Source: an optimization exercise on an open RTL-to-GDS flow (aim: small area). Production flows keep margins and buffers that such runs may drop. The RTL was checked by simulation tests, not by an equivalence proof against the original design. No driver is modelled on the clock port, so clock power and skew are understated where the tree is cut down; a real chip needs a root buffer or a tree. Power and IR drop assume default switching activity.

==> flow/design.v (excerpt) <==
module MINI_LCD_WATCH(CLK,RESETN,
LCD_RS,LCD_RW,LCD_DATA,PIEZO,
   KEY1,KEY2,KEY3,KEY4,KEY5,KEY6,KEY7,KEY8,KEY9
);
input CLK,RESETN;
input KEY1,KEY2,KEY3,KEY4,KEY5,KEY6,KEY7,KEY8,KEY9;
output LCD_RS, LCD_RW;
output [7:0] LCD_DATA;
output PIEZO;
wire rst = ~RESETN;
wire tick;
reg [16:0] cnt;
always @(posedge CLK)
	if (rst | tick) cnt <= 17'd43690;
	else cnt <= {~cnt[15:0], (cnt[16] ^ cnt[13])};
assign tick = (cnt == 17'd65217);
reg mode;
always @(posedge CLK)
	if (rst) mode <= 1'b0;
	else if (tick & KEY9) mode <= ~mode;
function [3:0] up1; input [3:0] q; up1 = (q == 4'd9) ? 4'd0 : q + 4'd1; endfunction
function [3:0] up2; input [3:0] q; up2 = (q == 4'd9) ? 4'd1 : (q == 4'd8) ? 4'd0 : q + 4'd2; endfunction
function [3:0] dn1; input [3:0] q; dn1 = (q == 4'd0) ? 4'd9 : q - 4'd1; endfunction
function is9; input [3:0] q; is9 = q[3] & q[0]; endfunction
function is89; input [3:0] q; is89 = q[3]; endfunction
function is0; input [3:0] q; is0 = ~q[3] & ~q[2] & ~q[1] & ~q[0]; endfunction
reg [3:0] so, mo, amo;
reg [2:0] st, mt, amt;
reg [4:0] hr, ahr;
wire cm = ~mode & tick;
wire am = mode & tick;
wire s59 = st[2] & ~st[1] & is9(so);
wire m59 = mt[2] & ~mt[1] & is9(mo);
wire su2 = cm & KEY5 & ~KEY6;
wire su0 = cm & KEY6 & ~KEY5;
wire su1 = tick & ~su2 & ~su0;
wire sc = su1 & is9(so) | su2 & is89(so);
wire mu = cm & KEY3, md = cm & KEY4, mc = tick & s59;
wire mu2 = mu & mc & ~md;
wire md1 = md & ~mu & ~mc;
wire mu1 = tick & ((mu ^ mc ^ md) & ~md1);
wire mcu = mu1 & is9(mo) | mu2 & is89(mo);
wire mcd = md1 & is0(mo);
wire hu = cm & KEY1, hd = cm & KEY2, hc = tick & s59 & m59;
wire hu2 = hu & hc & ~hd;
wire hd1 = hd & ~hu & ~hc;
wire hu1 = tick & ((hu ^ hc ^ hd) & ~hd1);
wire amu = am & KEY8;
wire amc = amu & is9(amo);
wire ahu = am & KEY7;
always @(posedge CLK)
	if (rst) begin
		so <= 4'd0; st <= 3'd0; mo <= 4'd0; mt <= 3'd0; hr <= 5'd0;
		amo <= 4'd0; amt <= 3'd0; ahr <= 5'd0;
	end else begin
  ...
==> module MINI_LCD_WATCH, before the edit <==
module MINI_LCD_WATCH(CLK,RESETN,
LCD_RS,LCD_RW,LCD_DATA,PIEZO,
   KEY1,KEY2,KEY3,KEY4,KEY5,KEY6,KEY7,KEY8,KEY9
);
input CLK,RESETN;
input KEY1,KEY2,KEY3,KEY4,KEY5,KEY6,KEY7,KEY8,KEY9;
output LCD_RS, LCD_RW;
output [7:0] LCD_DATA;
output PIEZO;
wire rst = ~RESETN;
wire tick;
reg [16:0] cnt;
always @(posedge CLK)
	if (rst | tick) cnt <= 17'd43690;
	else cnt <= {~cnt[15:0], (cnt[16] ^ cnt[13])};
assign tick = (cnt == 17'd65217);
reg mode;
always @(posedge CLK)
	if (rst) mode <= 1'b0;
	else if (tick & KEY9) mode <= ~mode;
function [3:0] up1; input [3:0] q; up1 = (q == 4'd9) ? 4'd0 : q + 4'd1; endfunction
function [3:0] up2; input [3:0] q; up2 = (q == 4'd9) ? 4'd1 : (q == 4'd8) ? 4'd0 : q + 4'd2; endfunction
function [3:0] dn1; input [3:0] q; dn1 = (q == 4'd0) ? 4'd9 : q - 4'd1; endfunction
function is9; input [3:0] q; is9 = q[3] & q[0]; endfunction
function is89; input [3:0] q; is89 = q[3]; endfunction
function is0; input [3:0] q; is0 = ~q[3] & ~q[2] & ~q[1] & ~q[0]; endfunction
reg [3:0] so, mo, amo;
reg [2:0] st, mt, amt;
reg [4:0] hr, ahr;
wire cm = ~mode & tick;
wire am = mode & tick;
wire s59 = st[2] & ~st[1] & is9(so);
wire m59 = mt[2] & ~mt[1] & is9(mo);
wire su2 = cm & KEY5 & ~KEY6;
wire su0 = cm & KEY6 & ~KEY5;
wire su1 = tick & ~su2 & ~su0;
wire sc = su1 & is9(so) | su2 & is89(so);
wire mu = cm & KEY3, md = cm & KEY4, mc = tick & s59;
wire mu2 = mu & mc & ~md;
wire md1 = md & ~mu & ~mc;
wire mu1 = tick & ((mu ^ mc ^ md) & ~md1);
wire mcu = mu1 & is9(mo) | mu2 & is89(mo);
wire mcd = md1 & is0(mo);
wire hu = cm & KEY1, hd = cm & KEY2, hc = tick & s59 & m59;
wire hu2 = hu & hc & ~hd;
wire hd1 = hd & ~hu & ~hc;
wire hu1 = tick & ((hu ^ hc ^ hd) & ~hd1);
wire amu = am & KEY8;
wire amc = amu & is9(amo);
wire ahu = am & KEY7;
always @(posedge CLK)
	if (rst) begin
		so <= 4'd0; st <= 3'd0; mo <= 4'd0; mt <= 3'd0; hr <= 5'd0;
		amo <= 4'd0; amt <= 3'd0; ahr <= 5'd0;
	end else begin
		so <= su2 ? up2(so) : su1 ? up1(so) : so;
		if (sc) st <= {st[1:0], ~st[2]};
		mo <= mu2 ? up2(mo) : mu1 ? up1(mo) : md1 ? dn1(mo) : mo;
		mt <= mcu ? {mt[1:0], ~mt[2]} : mcd ? {~mt[0], mt[2:1]} : mt;
		if (hu2) hr <= (hr == 5'd22) ? 5'd0 : (hr == 5'd23) ? 5'd1 : hr + 5'd2;
		else if (hu1) hr <= (hr == 5'd23) ? 5'd0 : hr + 5'd1;
		else if (hd1) hr <= (hr == 5'd0) ? 5'd23 : hr - 5'd1;
		if (amu) amo <= up1(amo);
		if (amc) amt <= {amt[1:0], ~amt[2]};
		if (ahu) ahr <= (ahr == 5'd23) ? 5'd0 : ahr + 5'd1;
	end
wire eq = (hr == ahr) & (mo == amo) & (mt == amt);
wire send;
reg buff;
reg [7:0] scnt;
always @(posedge CLK)
	if (rst | ~eq | send) scnt <= 8'd170;
	else scnt <= {~scnt[6:0], (scnt[7] ^ scnt[4])};
assign send = (scnt == 8'd127);
always @(posedge CLK)
	if (rst) buff <= 1'b0;
	else if (~eq | send) buff <= ~buff;
assign PIEZO = buff;
reg [4:0] c;
reg [2:0] g;
wire loop = g[2] & g[1];
wire cend = loop ? (c[4] & c[2]) : (c[4] & c[3] & c[2] & c[1]);    
always @(posedge CLK)
	if (rst) begin
		c <= 5'd21; g <= 3'd0;
	end else begin
		c <= cend ? 5'd0 : c + 1'b1;
		if (cend) g <= loop ? {2'b11, ~g[0]} : g + 1'b1;
	end
wire [3:0] ones = (c == 5'd7 || c == 5'd8) ? (mode ? amo : mo) : so;
wire [2:0] tj = (c == 5'd7 || c == 5'd8) ? (mode ? amt : mt) : st;
reg [3:0] tens;
always @* begin
	case (tj)
		3'b000: tens = 4'd0; 3'b001: tens = 4'd1; 3'b011: tens = 4'd2;
		3'b111: tens = 4'd3; 3'b110: tens = 4'd4; default: tens = 4'd5;
	endcase
end
wire [4:0] hx = mode ? ahr : hr;
wire [1:0] hten = (hx >= 5'd20) ? 2'd2 : (hx >= 5'd10) ? 2'd1 : 2'd0;
wire [3:0] hone = hx - ((hx >= 5'd20) ? 5'd20 : (hx >= 5'd10) ? 5'd10 : 5'd0);
reg [3:0] nib;
reg [3:0] nn;
always @* begin
	case (c)
		5'd0, 5'd15: nn = {1'b1, ~mode, 1'b0, ~mode};    
		5'd4: nn = {2'b00, hten};
		5'd5: nn = hone;
		5'd7, 5'd10: nn = tens;
		5'd8, 5'd11: nn = ones;
		5'd6, 5'd9: nn = 4'hA;                         
		5'd16, 5'd17, 5'd18, 5'd19: nn = 4'h5;         
		default: nn = 4'h0;
	endcase
end
always @(posedge CLK) nib <= nn;
reg rs, rw;
reg [3:0] hi, lo;
always @* begin
	case (g)
		3'd3, 3'd4: lo = 4'hC;                                 
		3'd5: lo = 4'h6;                                       
		3'd6: lo = nib;
		default: lo = 4'h0;
	endcase
end
always @* begin
	rs = 1'b0; rw = 1'b0; hi = 4'h0;
	case (g)
		3'd0, 3'd1, 3'd2: begin rs = 1'b1; rw = 1'b1; end    
		3'd3: hi = 4'h3;
		3'd4, 3'd5: hi = 4'h0;
		3'd7: begin rs = (c != 5'd0); hi = (c == 5'd0) ? 4'hC : 4'h2; end
		default: begin
			rs = (c != 5'd0);
			case (c)
				5'd0: hi = 4'h8;
				5'd1, 5'd16: hi = 4'h9;
				5'd2, 5'd3, 5'd4, 5'd13, 5'd14, 5'd15: hi = 4'h2;
				5'd5, 5'd6, 5'd7, 5'd8, 5'd9, 5'd10, 5'd11, 5'd12: hi = 4'h3;
				default: hi = 4'h6;
			endcase
		end
	endcase
end
assign LCD_RS = rs;
assign LCD_RW = rw;
assign LCD_DATA = {hi, lo};
endmodule
clock: 10.0 ns
lec_check: 0
cap_margin: 20
core_margin: 2
core_utilization: 40
slew_margin: 20
standard.sh (not shown) runs the stock make flow with config.mk's settings and CLKGATE_MAP_FILE= SYNTH_SCRIPT=/design/flow/synth_recipe.tcl, a recipe that flattens the netlist after the stock synthesis.
==> flow/flow/run.sh <==
#!/bin/bash
# Layout flow: the standard ORFS flow, with these changes to how the layout is made:
#  - synthesis maps the logic with flow/own_abc.tcl instead of ORFS's abc_area.script: ABC
#    runs deepsyn with several seeds followed by area mapping, and the smallest result is
#    kept; everything else in synthesis (register mapping, flattening and renaming in
#    synth_recipe.tcl) is unchanged;
#  - extra ORFS make variables from flow/make_vars.txt (one NAME=VALUE per line): no adder
#    cells in synthesis, no CTS dummy loads, buf_1 port buffers;
#  - after CTS, flow/clktree.tcl replaces the clock tree with three clkbuf_16 buffers fed by
#    the clock port, each driving the flip-flops of one vertical slice of the die (the
#    buffers are the same cell, so every register's clock sees the same buffer delay).
# Each tool's output goes to its own log in this folder (and ORFS's logs under orfs/logs).
set -euo pipefail
W=$PWD
R=$W/orfs/results/$FLOW_PLATFORM/MINI_LCD_WATCH/base
sed "s#log_cmd abc {\*}\$abc_args#source $W/flow/own_abc.tcl; own_abc {*}[lrange \$abc_args 2 end]#" \
  "$FLOW_HOME/scripts/synth.tcl" > "$W/own_synth_core.tcl"
grep -q "own_abc {" "$W/own_synth_core.tcl"
sed "s#source \$::env(SCRIPTS_DIR)/synth.tcl#source $W/own_synth_core.tcl#" synth_recipe.tcl > "$W/own_synth.tcl"
grep -q "own_synth_core.tcl" "$W/own_synth.tcl"
EXTRA=()
if [[ -f flow/make_vars.txt ]]; then
  while IFS= read -r line; do [[ -n "$line" ]] && EXTRA+=("$line"); done < flow/make_vars.txt
fi
sed "s#SYNTH_SCRIPT=[^ ]*#SYNTH_SCRIPT=$W/own_synth.tcl#" standard.sh > "$W/own_standard.sh"
grep -q "own_synth.tcl" "$W/own_standard.sh"
mkdir -p "$W/own_abc"
export OWN_ABC_DIR="$W/own_abc" OWN_ABC_SEEDS="1 2 3 4 5 6 7 8 9 10 11 12 13 14 15 16" OWN_ABC_TIME=30
bash "$W/own_standard.sh" "$R/4_cts.odb" "${EXTRA[@]}" > "$W/make_to_cts.log" 2>&1
cat > "$W/clktree_run.tcl" <<EOT
read_db $R/4_cts.odb
source $W/flow/clktree.tcl
write_db $R/4_cts.odb
EOT
CT_NLEAF=3 CT_BUF=sky130_fd_sc_hd__clkbuf_16 openroad -no_init -exit "$W/clktree_run.tcl" > "$W/clktree.log" 2>&1
grep -q "leaf 2 drives" "$W/clktree.log"
bash "$W/own_standard.sh" finish "${EXTRA[@]}" > "$W/make_finish.log" 2>&1
Other scripts of this flow, unchanged in this note and not shown: flow/flow/clktree.tcl, flow/flow/make_vars.txt, flow/flow/own_abc.tcl
==> next run, changes <==
--- a/flow/design.v
+++ b/flow/design.v
@@ -8,15 +8,15 @@
 output [7:0] LCD_DATA;
 output PIEZO;
 wire rst = ~RESETN;
 wire tick;
 reg [16:0] cnt;
 always @(posedge CLK)
-	if (rst | tick) cnt <= 17'd43690;
+	if (rst | tick) cnt <= 17'd101340;
 	else cnt <= {~cnt[15:0], (cnt[16] ^ cnt[13])};
-assign tick = (cnt == 17'd65217);
+assign tick = ((cnt & 17'd122859) == 17'd120163);
 reg mode;
 always @(posedge CLK)
 	if (rst) mode <= 1'b0;
 	else if (tick & KEY9) mode <= ~mode;
 function [3:0] up1; input [3:0] q; up1 = (q == 4'd9) ? 4'd0 : q + 4'd1; endfunction
 function [3:0] up2; input [3:0] q; up2 = (q == 4'd9) ? 4'd1 : (q == 4'd8) ? 4'd0 : q + 4'd2; endfunction
@@ -66,15 +66,15 @@
 	end
 wire eq = (hr == ahr) & (mo == amo) & (mt == amt);
 wire send;
 reg buff;
 reg [7:0] scnt;
 always @(posedge CLK)
-	if (rst | ~eq | send) scnt <= 8'd170;
+	if (rst | ~eq | send) scnt <= 8'd102;
 	else scnt <= {~scnt[6:0], (scnt[7] ^ scnt[4])};
-assign send = (scnt == 8'd127);
+assign send = ((scnt & 8'd95) == 8'd17);
 always @(posedge CLK)
 	if (rst) buff <= 1'b0;
 	else if (~eq | send) buff <= ~buff;
 assign PIEZO = buff;
 reg [4:0] c;
 reg [2:0] g;
The changed run finished with timing, DRC and antenna clean.
Cell area goes down slightly.
Worst setup slack is worse by 730 ps.
Die area goes down slightly.
Fmax goes down by about a fifth.
Total power goes down slightly.
In every run of this note, the design's own scripts or RTL, not TritonCTS, make the clock network.

## re-timing with driven ports
How much do the figures lean on ideal ports? The routed layouts below were timed once more, with nothing changed but the port constraints. Step 1 (the two cells are an assumption about what drives the block):
set clk [get_ports {CLK}]
set_driving_cell -lib_cell sky130_fd_sc_hd__clkbuf_16 $clk
set_driving_cell -lib_cell sky130_fd_sc_hd__buf_2 [delete_from_list [all_inputs] $clk]
Step 2 moves the port delays by t, midway between the first and last clock arrival at a register: inputs arrive t later, outputs are due t later. That takes back most of the time a late clock gives input paths. a / b / c = ideal ports / drivers / drivers and shift; a / b = the first two.
run	shift t [ns]	setup WS [ns]	pins driven straight from the clock port
the first run	0.215	6.076 / 6.042 / 5.900	3
the second run	0.215	5.350 / 5.383 / 5.167	3
After both steps every run listed still meets setup and hold. The setup slack of the second run, which loses most, moves by +0.033 ns with the drivers and by -0.183 ns with both steps.
